From an optimization exercise on the open Yosys and OpenROAD flow, aimed at small area, a short achievable clock period and few clock cycles per item; shortcuts taken in it are not production practice.
In this exercise RTL edits were held to simulation tests only and were not proved equivalent to the original.
No activity file was given, so power comes from the tool's default toggle rates.

[flow/run.sh]
#!/bin/bash
# synth_recipe.tcl (not shown) runs the flow's synth.tcl, then flattens the netlist and writes it again
# the make line also repeats each setting of config.mk as NAME=value (left out here)
make -C /OpenROAD-flow-scripts/flow DESIGN_CONFIG=/design/flow/config.mk WORK_HOME=/design/flow/orfs CLKGATE_MAP_FILE= SYNTH_SCRIPT=/design/flow/synth_recipe.tcl finish
[flow/config.mk]
export PLATFORM = sky130hd
export DESIGN_NAME = pointwise_layer_stream
export DESIGN_NICKNAME = pointwise_layer_stream
export VERILOG_FILES = /design/flow/design.v
export SDC_FILE = /design/flow/constraint.sdc
export NUM_CORES = 4
export LEC_CHECK = 0
export CAP_MARGIN = 20
export CORE_MARGIN = 2
export CORE_UTILIZATION = 45
export SLEW_MARGIN = 20
[flow/constraint.sdc]
create_clock -name core_clock -period 10.0 [get_ports {clk}]
set_input_delay 2.0000 -clock core_clock [delete_from_list [all_inputs] [get_ports {clk}]]
set_output_delay 2.0000 -clock core_clock [all_outputs]
set_load 0.01 [all_outputs]
[flow/design.v]
module pointwise_weight_regs #(
    parameter DATA_W   = 8,
    parameter CIN      = 32,
    parameter COUT     = 64,
    parameter PAR_CIN  = 8,
    parameter PAR_COUT = 8
)(
    input  wire clk,
    input  wire reset,
    input  wire                         wr_en,
    input  wire [$clog2(COUT*CIN)-1:0]  wr_addr,
    input  wire signed [DATA_W-1:0]     wr_data,
    input  wire [$clog2((COUT+PAR_COUT-1)/PAR_COUT)-1:0] cout_blk_idx,
    input  wire [$clog2((CIN +PAR_CIN -1)/PAR_CIN )-1:0] cin_blk_idx,
    output reg  signed [PAR_COUT*PAR_CIN*DATA_W-1:0] weight_vec
);
    localparam NUM_CIN_BLKS  = (CIN  + PAR_CIN  - 1) / PAR_CIN;
    localparam NUM_COUT_BLKS = (COUT + PAR_COUT - 1) / PAR_COUT;
    localparam BLOCK_W       = PAR_COUT * PAR_CIN * DATA_W;
    localparam TOTAL_BLOCKS  = NUM_CIN_BLKS * NUM_COUT_BLKS;
    localparam TOTAL_WEIGHTS = COUT * CIN;
    (* ram_style = "block" *)
    reg signed [BLOCK_W-1:0] weight_mem [0:TOTAL_BLOCKS-1];
    wire [$clog2(COUT)-1:0] wr_cout;
    wire [$clog2(CIN)-1:0]  wr_cin;
    assign wr_cout = wr_addr / CIN;
    assign wr_cin  = wr_addr % CIN;
    wire [$clog2(NUM_COUT_BLKS)-1:0] wr_cout_blk;
    wire [$clog2(NUM_CIN_BLKS)-1:0]  wr_cin_blk;
    assign wr_cout_blk = wr_cout / PAR_COUT;
    assign wr_cin_blk  = wr_cin  / PAR_CIN;
    wire [$clog2(TOTAL_BLOCKS)-1:0] blk_idx;
    assign blk_idx = wr_cout_blk * NUM_CIN_BLKS + wr_cin_blk;
    wire [$clog2(PAR_COUT)-1:0] off_cout;
    wire [$clog2(PAR_CIN)-1:0]  off_cin;
    assign off_cout = wr_cout % PAR_COUT;
    assign off_cin  = wr_cin  % PAR_CIN;
    wire [$clog2(PAR_COUT*PAR_CIN)-1:0] elem_idx;
    assign elem_idx = off_cout * PAR_CIN + off_cin;
    wire [$clog2(BLOCK_W)-1:0] bit_idx;
    assign bit_idx = elem_idx * DATA_W;
    always @(posedge clk) begin
        if (wr_en && (wr_addr < TOTAL_WEIGHTS)) begin
            weight_mem[blk_idx][bit_idx +: DATA_W] <= wr_data;
        end
    end
    always @(posedge clk) begin
        weight_vec <=
            weight_mem[cout_blk_idx * NUM_CIN_BLKS + cin_blk_idx];
    end
endmodule
module pointwise_mac_datapath #(
    parameter DATA_W   = 8,
    parameter ACC_W    = 64,
    parameter PAR_CIN  = 8,    
    parameter PAR_COUT = 8
)(
    input  wire                               clk,
    input  wire                               reset,
    input  wire                               acc_clear,
    input  wire                               acc_enable,
    input  wire signed [PAR_CIN*DATA_W-1:0]   feature_vec,
    input  wire signed [PAR_COUT*PAR_CIN*DATA_W-1:0] weight_vec,
    output wire signed [PAR_COUT*ACC_W-1:0]   acc_out
);
    initial begin
        if (PAR_CIN & (PAR_CIN - 1))
            $error("PAR_CIN must be power of 2.");
    end
    localparam PROD_W   = 2 * DATA_W;
    localparam TREE_LVL = $clog2(PAR_CIN);
    localparam SUM_W    = PROD_W + TREE_LVL;
    localparam LATENCY  = 2 + TREE_LVL;  
    integer g, i;
    reg signed [PAR_CIN*DATA_W-1:0]            feature_vec_r;
    reg signed [PAR_COUT*PAR_CIN*DATA_W-1:0]   weight_vec_r;
    always @(posedge clk) begin
        feature_vec_r <= feature_vec;
        weight_vec_r  <= weight_vec;
    end
    (* use_dsp = "yes" *)
    reg signed [PROD_W-1:0] mult [0:PAR_COUT-1][0:PAR_CIN-1];
    always @(posedge clk) begin
        for (g = 0; g < PAR_COUT; g = g + 1) begin
            for (i = 0; i < PAR_CIN; i = i + 1) begin
                mult[g][i] <=
                    $signed(feature_vec_r[i*DATA_W +: DATA_W]) *
                    $signed(weight_vec_r[(g*PAR_CIN+i)*DATA_W +: DATA_W]);
            end
        end
    end
    reg signed [SUM_W-1:0] tree_lvl 
        [0:PAR_COUT-1][0:TREE_LVL-1][0:PAR_CIN/2-1];
    always @(posedge clk) begin
        for (g = 0; g < PAR_COUT; g = g + 1) begin
            for (i = 0; i < PAR_CIN/2; i = i + 1) begin
                tree_lvl[g][0][i] <=
                    {{(SUM_W-PROD_W){mult[g][2*i][PROD_W-1]}}, mult[g][2*i]} +
                    {{(SUM_W-PROD_W){mult[g][2*i+1][PROD_W-1]}}, mult[g][2*i+1]};
            end
        end
    end
    genvar lvl;
    generate
        for (lvl = 1; lvl < TREE_LVL; lvl = lvl + 1) begin : TREE_GEN
            integer idx;
            always @(posedge clk) begin
                for (g = 0; g < PAR_COUT; g = g + 1) begin
                    for (idx = 0; idx < (PAR_CIN >> (lvl+1)); idx = idx + 1) begin
                        tree_lvl[g][lvl][idx] <=
                            tree_lvl[g][lvl-1][2*idx] +
                            tree_lvl[g][lvl-1][2*idx+1];
                    end
                end
            end
        end
    endgenerate
    wire signed [SUM_W-1:0] cycle_sum [0:PAR_COUT-1];
    genvar gi;
    generate
        for (gi = 0; gi < PAR_COUT; gi = gi + 1) begin : SUM_OUT
            assign cycle_sum[gi] = tree_lvl[gi][TREE_LVL-1][0];
        end
    endgenerate
    reg [LATENCY-1:0] acc_enable_pipe;
    reg [LATENCY-1:0] acc_clear_pipe;
    always @(posedge clk) begin
        if (reset) begin
            acc_enable_pipe <= 0;
            acc_clear_pipe  <= 0;
        end
        else begin
            acc_enable_pipe <= {acc_enable_pipe[LATENCY-2:0], acc_enable};
            acc_clear_pipe  <= {acc_clear_pipe[LATENCY-2:0],  acc_clear};
        end
    end
    wire acc_enable_aligned = acc_enable_pipe[LATENCY-1];
    wire acc_clear_aligned  = acc_clear_pipe[LATENCY-1];
    (* use_dsp = "yes" *)
    reg signed [ACC_W-1:0] acc_reg [0:PAR_COUT-1];
    always @(posedge clk) begin
        if (reset) begin
            for (g = 0; g < PAR_COUT; g = g + 1)
                acc_reg[g] <= 0;
        end
        else if (acc_clear_aligned) begin
            for (g = 0; g < PAR_COUT; g = g + 1)
                acc_reg[g] <= 0;
        end
        else if (acc_enable_aligned) begin
            for (g = 0; g < PAR_COUT; g = g + 1)
                acc_reg[g] <= acc_reg[g] + cycle_sum[g];
        end
    end
    generate
        for (gi = 0; gi < PAR_COUT; gi = gi + 1) begin : OUT_PACK
            assign acc_out[gi*ACC_W +: ACC_W] = acc_reg[gi];
        end
    endgenerate
endmodule
module pointwise_conv1x1_fsm_axis #(
    parameter DATA_W   = 8,
    parameter ACC_W    = 64,
    parameter CIN      = 32,
    parameter COUT     = 64,
    parameter PAR_CIN  = 8,
    parameter PAR_COUT = 8,
    parameter MAC_LATENCY = 5
)(
    input  wire clk,
    input  wire reset,
    input  wire s_axis_tvalid,
    output wire s_axis_tready,
    output wire m_axis_tvalid,
    input  wire m_axis_tready,
    input  wire signed [CIN*DATA_W-1:0] feature_vec,
    input  wire signed [PAR_COUT*ACC_W-1:0] acc_out,
    output reg  acc_clear,
    output reg  acc_enable,
    output reg signed [COUT*DATA_W-1:0] out_vec,
    output reg signed [CIN*DATA_W-1:0] feature_reg,
    output reg [$clog2((CIN+PAR_CIN-1)/PAR_CIN)-1:0]   cin_blk_idx,
    output reg [$clog2((COUT+PAR_COUT-1)/PAR_COUT)-1:0] cout_blk_idx,
    output reg o_intr
);
    localparam NUM_CIN_ITER  = (CIN  + PAR_CIN  - 1) / PAR_CIN;
    localparam NUM_COUT_ITER = (COUT + PAR_COUT - 1) / PAR_COUT;
    localparam IDLE      = 3'd0,
               LOAD      = 3'd1,
               ACCUM     = 3'd2,
               WAIT_PIPE = 3'd3,
               STORE     = 3'd4,
               DONE      = 3'd5;
    reg [2:0] state, next_state;
    reg [$clog2(NUM_CIN_ITER)-1:0]  cin_cnt;
    reg [$clog2(NUM_COUT_ITER)-1:0] cout_cnt;
    reg [$clog2(MAC_LATENCY)-1:0]   pipe_cnt;
    always @(posedge clk)
        if (reset)
            state <= IDLE;
        else
            state <= next_state;
    always @(*) begin
        next_state = state;
        case (state)
            IDLE:
                if (s_axis_tvalid)
                    next_state = LOAD;
            LOAD:
                next_state = ACCUM;
            ACCUM:
                if (cin_cnt == NUM_CIN_ITER-1)
                    next_state = WAIT_PIPE;
            WAIT_PIPE:
                if (pipe_cnt == MAC_LATENCY-1)
                    next_state = STORE;
            STORE:
                if (cout_cnt == NUM_COUT_ITER-1)
                    next_state = DONE;
                else
                    next_state = LOAD;
            DONE:
                if (m_axis_tready)
                    next_state = IDLE;
        endcase
    end
    function automatic signed [DATA_W-1:0] saturate;
        input signed [ACC_W-1:0] val;
        begin
            if (val > 127)
                saturate = 127;
            else if (val < -128)
                saturate = -128;
            else
                saturate = val[DATA_W-1:0];
        end
    endfunction
    integer g;
    always @(posedge clk) begin
        if (reset) begin
            cin_cnt      <= 0;
            cout_cnt     <= 0;
            pipe_cnt     <= 0;
            cin_blk_idx  <= 0;
            cout_blk_idx <= 0;
            acc_enable   <= 0;
            acc_clear    <= 0;
            out_vec      <= 0;
            feature_reg  <= 0;
            o_intr       <= 0;
        end
        else begin
            acc_enable <= 0;
            acc_clear  <= 0;
            o_intr     <= 0;
            if (state == ACCUM && next_state == WAIT_PIPE)
                pipe_cnt <= 0;
            else if (state == WAIT_PIPE)
                pipe_cnt <= pipe_cnt + 1;
            case (state)
                IDLE:
                begin
                    cin_cnt  <= 0;
                    cout_cnt <= 0;
                    if (s_axis_tvalid)
                        feature_reg <= feature_vec;   
                end
                LOAD:
                begin
                    cin_cnt      <= 0;
                    cin_blk_idx  <= 0;
                    cout_blk_idx <= cout_cnt;
                    acc_clear    <= 1;
                end
                ACCUM:
                begin
                    acc_enable  <= 1;
                    cin_blk_idx <= cin_cnt + 1;
                    if (cin_cnt != NUM_CIN_ITER-1)
                        cin_cnt <= cin_cnt + 1;
                end
                WAIT_PIPE:
                begin
                end
                STORE:
                begin
                    for (g = 0; g < PAR_COUT; g = g + 1)
                        if ((cout_cnt*PAR_COUT + g) < COUT)
                            out_vec[(cout_cnt*PAR_COUT + g)*DATA_W +: DATA_W]
                                <= saturate(acc_out[g*ACC_W +: ACC_W]);
                    if (cout_cnt != NUM_COUT_ITER-1)
                        cout_cnt <= cout_cnt + 1;
                end
                DONE:
                begin
                    o_intr <= 1;
                end
            endcase
        end
    end
    assign s_axis_tready = (state == IDLE);
    assign m_axis_tvalid = (state == DONE);
endmodule
module pointwise_layer_stream #(
    parameter DATA_W   = 8,
    parameter ACC_W    = 64,
    parameter CIN      = 16,
    parameter COUT     = 16,
    parameter PAR_CIN       = 8,
    parameter PAR_COUT       = 4
)(
    input  wire clk,
    input  wire reset,
    input  wire [CIN*DATA_W-1:0]  s_axis_tdata,
    input  wire                   s_axis_tvalid,
    output wire                   s_axis_tready,
    output wire [COUT*DATA_W-1:0] m_axis_tdata,
    output wire                   m_axis_tvalid,
    input  wire                   m_axis_tready,
    input  wire                         pw_wr_en,
    input  wire [$clog2(COUT*CIN)-1:0]  pw_wr_addr,
    input  wire signed [DATA_W-1:0]     pw_wr_data,
    output wire o_intr
);
    localparam NUM_CIN_ITER  = (CIN  + PAR_CIN  - 1) / PAR_CIN;
    localparam NUM_COUT_ITER = (COUT + PAR_COUT - 1) / PAR_COUT;
    localparam MAC_LATENCY = 3 + $clog2(PAR_CIN);
    wire                                  acc_clear;
    wire                                  acc_enable;
    wire signed [PAR_COUT*ACC_W-1:0]      acc_out;
    wire signed [CIN*DATA_W-1:0]          feature_full_reg;
    wire signed [PAR_CIN*DATA_W-1:0]      feature_slice;
    wire signed [PAR_COUT*PAR_CIN*DATA_W-1:0] weight_vec_block;
    wire [$clog2(NUM_CIN_ITER)-1:0]       cin_blk_idx;
    wire [$clog2(NUM_COUT_ITER)-1:0]      cout_blk_idx;
    wire signed [COUT*DATA_W-1:0]         fsm_out_vec;
    wire                                  fsm_m_axis_tvalid;
    pointwise_conv1x1_fsm_axis #(
        .DATA_W       (DATA_W),
        .ACC_W        (ACC_W),
        .CIN          (CIN),
        .COUT         (COUT),
        .PAR_CIN      (PAR_CIN),
        .PAR_COUT     (PAR_COUT),
        .MAC_LATENCY  (MAC_LATENCY)
    ) FSM (
        .clk            (clk),
        .reset          (reset),
        .s_axis_tvalid  (s_axis_tvalid),
        .s_axis_tready  (s_axis_tready),
        .m_axis_tvalid  (fsm_m_axis_tvalid),
        .m_axis_tready  (m_axis_tready),
        .feature_vec    (s_axis_tdata),       
        .acc_out        (acc_out),
        .acc_clear      (acc_clear),
        .acc_enable     (acc_enable),
        .out_vec        (fsm_out_vec),
        .feature_reg    (feature_full_reg),   
        .cin_blk_idx    (cin_blk_idx),
        .cout_blk_idx   (cout_blk_idx),
        .o_intr         (o_intr)
    );
    reg signed [PAR_CIN*DATA_W-1:0] feature_slice_r;
    always @(posedge clk)
        feature_slice_r <=
            feature_full_reg[
                cin_blk_idx * PAR_CIN * DATA_W +: PAR_CIN * DATA_W
            ];
    assign feature_slice = feature_slice_r;
    pointwise_weight_regs #(
        .DATA_W   (DATA_W),
        .CIN      (CIN),
        .COUT     (COUT),
        .PAR_CIN  (PAR_CIN),
        .PAR_COUT (PAR_COUT)
    ) PW_WREGS (
        .clk          (clk),
        .reset        (reset),
        .wr_en        (pw_wr_en),
        .wr_addr      (pw_wr_addr),
        .wr_data      (pw_wr_data),
        .cin_blk_idx  (cin_blk_idx),
        .cout_blk_idx (cout_blk_idx),
        .weight_vec   (weight_vec_block)
    );
    pointwise_mac_datapath #(
        .DATA_W   (DATA_W),
        .ACC_W    (ACC_W),
        .PAR_CIN  (PAR_CIN),
        .PAR_COUT (PAR_COUT)
    ) MAC_DP (
        .clk         (clk),
        .reset       (reset),
        .acc_clear   (acc_clear),
        .acc_enable  (acc_enable),
        .feature_vec (feature_slice),    
        .weight_vec  (weight_vec_block),
        .acc_out     (acc_out)
    );
    assign m_axis_tdata  = fsm_out_vec;
    assign m_axis_tvalid = fsm_m_axis_tvalid;
endmodule
==> run notes <==
clock-pin slew on the worst setup and hold paths 60 ps; initial antenna violation count 79; Max VDD drop 0.199 mV; H-tree level count 5; min Tclk post-route 5280 ps; wire per inst 21.6 um; Clock Tree Root clkbuf_16; HP Class reg2reg; final net count 25211; drt pass-1 iters 6; initial core utilization 45.2%; cell chain of the critical path buf_4 -> and2_1 -> ha_1 -> fa_1 -> inv_1 -> fa_1 -> fa_1 -> inv_1 -> ha_1 -> a21oi_1 -> o21ai_0 -> a21oi_1 -> o21ai_0 -> a21oi_1 -> nor2b_1 -> o21a_1 -> o21ai_0 -> nand2b_1 -> a21oi_1 -> xnor2_1; Clock Latency Late Sink 1060 ps; Port Buffers 279; max_cap viols 0; M1 GR Usage 33.0%; area occupied by multi-input gates 125000 um^2; ys flop type dfxtp_1; layout cells sized above 1 8.54%; Worst setup EP type flip-flop; flops & latches, synth 4237; Slew Limit Fails 0; Die Span X 741 um; CTS Sinks 4237; required time of the critical path 10900 ps; core footprint 541000 um^2; maximum fanout along the worst path 17; Syn Std Cell Area 244000 um^2; synthesized net count 24996; setup violators final 0; Largest regs PW_WREGS.weight_mem x2048, MAC_DP.mult x512, MAC_DP.tree_lvl x500; sum of negative setup slack 0 ps; largest register by flop count PW_WREGS.weight_mem; Critical Path Source MAC_DP.feature_vec_r[62]; Fmax 190 MHz; crit-path max cell delay 800 ps; relative slew slack 16.7%; Yosys cell types 115; post-DP HPWL 475000 um; DIE HEIGHT 741 um; EDFF count, synth 2048; Register Area 105000 um^2; R2R cell count 20; CTS tree done; Crit Path Class reg2reg; Reg-to-Reg Start MAC_DP.feature_vec_r[62]; run status timing/DRC/antenna clean; Max Root-Sink Buffers 4; row count 270; met3 usage 4.23%; Critical Path Sink MAC_DP.mult[31][15]; utilization after layout 50.0%; via count 152880; ys async rst share 0%; # fillers 47763; CP Data Arrival Time 6180 ps; cells after synthesis 21405; Ports 280; vias in the first global route 154065; Hold Crit Start PW_WREGS.weight_vec[249]; total power density per cell area 259 nW/um^2; DRC Markers 0; fin crit share 52.8%; startpoint type of the worst setup path flip-flop; Least-Margin Pin Slew 1250 ps; clk_skew 124 ps; GRT overflow 0; Via density 5.23; ANT nets after route 0; reg-to-reg endpoint MAC_DP.mult[31][15]; Leak 110 nW; syn_area_per_cell 11.4 um^2; routing usage on met2 35.4%; Synth warnings 7; Post-CTS Resized 0; post-synthesis sequential area ratio 43.1%; Crit path top cell by count a21oi_1; crit path max-delay cell type dfxtp_1; max reg flops 2048; TritonCTS Buffers 444; cts hold-fix bufs 0; Hold Vio Cnt, Final 0; FF-to-FF setup slack 4720 ps; GRT Max-Usage Layer met2; global placement routability congestion 0.896; iteration-0 DRC count of the detailed router 11576; GRT Util Overall 22.9%; pin count of the biggest net entering global routing 134; first-pass GRT wire length 958000 um; Setup Fix Bufs, Post-CTS 0; WL final 631000 um; Area Growth Syn to Fin 10.7%; RSZ-0062 raised after global routing no; die area 549000 um^2
==> layout by cell type (no fill, tap or decap), types with 32 or more instances in the layout <==
master	n
and3_1	44
diode_2	43
bufinv_16	47
nand2_1	1291
nand2b_1	201
nand3_1	166
clkbuf_8	56
xor2_1	201
a21oi_1	1152
nor3_1	127
o21ai_0	540
clkinv_2	75
mux2i_1	150
edfxtp_1	2048
nor4_1	72
a31oi_1	40
o21ai_1	70
nor2_1	1325
nor2b_1	265
fa_1	1792
a21o_1	316
clkbuf_1	79
clkbuf_16	454
o21bai_1	142
mux2_2	343
nand4_1	134
a21boi_0	88
a211oi_1	42
mux4_2	512
xnor2_1	841
ha_1	1650
buf_4	151
inv_1	3089
and2_1	1347
or3_1	32
dfxtp_1	2179
clkdlybuf4s50_1	275
o21a_1	76
==> cells in the mapped netlist, drive strengths merged, types with 134 or more instances <==
library cell  number  area share, %
a21o             318           0.98
dfxtp           2189             18
clkbuf           576           0.90
edfxtp          2048             25
fa              1792             15
a21oi           1170            2.4
nand4            134           0.34
mux2i            150           0.61
inv             3089            4.7
mux2             344            1.6
ha              1650            8.4
mux4             512            4.7
o21bai           142           0.44
o21ai            618            1.3
nand3            167           0.34
nor2b            267           0.68
nand2           1298            2.0
xor2             201           0.72
nand2b           201           0.51
nor2            1330            2.0
and2            1349            3.5
xnor2            841            3.0
==> per-stage QoR <==
step / instances / setup slack [ps] / area [um^2] / hold slack [ps] / power [mW]
after floorplan: 21405 / 5510 / 244000 / 310 / 43.8
after global placement: 28374 / 3400 / 255000 / 310 / 52.9
after detailed placement: 28381 / 3980 / 255000 / 312 / 53.1
after CTS: 29207 / 4700 / 270000 / 296 / 70.7
after global routing: 29209 / 4290 / 271000 / 306 / 75.1
final: 29251 / 4720 / 271000 / 314 / 70.1
==> critical path, delay by kind of cell (launching register included) <==
kind / cells / cell delay, ps
buffers and inverters: 3 / 480
adders and majority gates: 5 / 2060
xor gates and xnor gates: 1 / 130
AOI/OAI and AO/OA: 8 / 1390
and+or+nand+nor: 3 / 320
DFF: 1 / 800
==> report_power, final <==
part | total (mW) | internal (mW) | switching, mW
logic | 30.5 | 12.4 | 18.1
clock network | 17.3 | 10.0 | 7.26
registers | 22.4 | 20.8 | 1.55
==> worst min-delay path by stage <==
stage / to / slack, ps / cells after the start
2_1_floorplan: MAC_DP.feature_vec_r[0] / 310 / 0
3_3_place_gp: MAC_DP.weight_vec_r[117] / 310 / 0
3_5_place_dp: MAC_DP.feature_vec_r[15] / 310 / 0
4_1_cts: MAC_DP.weight_vec_r[199] / 300 / 0
5_1_grt: MAC_DP.weight_vec_r[199] / 310 / 0
6_report: MAC_DP.weight_vec_r[249] / 310 / 0
==> cell families after synthesis <==
| logic type | synth area share, % |
|---|---|
| buf+inv | 5.86 |
| flops | 43.1 |
| mux | 6.92 |
| simple gates | 10.3 |
| xor+xnor | 3.73 |
| compound gates | 7.00 |
| fa+ha+maj | 23.1 |
==> metal layers <==
| metal | routed length [um] | share of wire, % | up-vias |
|---|---|---|---|
| li1 | - | - | 71867 |
| met3 | 43200 | 6.8 | 828 |
| met1 | 290000 | 46 | 76053 |
| met5 | 177 | 0.028 | - |
| met4 | 19300 | 3.1 | 24 |
| met2 | 278000 | 44 | 4108 |
==> layout make-up <==
class	count	share of cell area (%)
timing repair buffer	446	1.55
clock inverter	234	1.10
inverter	3092	4.29
antenna	43	0.0398
multi-input combinational	13399	46.2
tap	7208	3.33
sequential	4237	38.9
clock buffer	592	4.60
Testbench counts, summed over its fixed seeds: cycles 32,256, items 768.

-- re-timing with driven ports --
The flow's constraints put no driver on any port. The routed layout listed below was extracted and timed again, unchanged, in two steps.
Step 1 assumes that a clkbuf_16 drives the clock port and a buf_2 every other input.
Step 2 times the ports against the registers' clock, not the clock port: input delays grow and output delays shrink by t, the midpoint of the rising clock arrivals with the driver on.
Three values: no drivers, after step 1, after step 2; two values: the first two.
t, ns: 1.111
setup slack, ns: 4.724 / 4.724 / 3.936
pins driven straight from the clock port: 1
After both steps this run still meets setup and hold. The setup slack of this run moves by 0.000 ns with the drivers and by -0.788 ns with both steps.
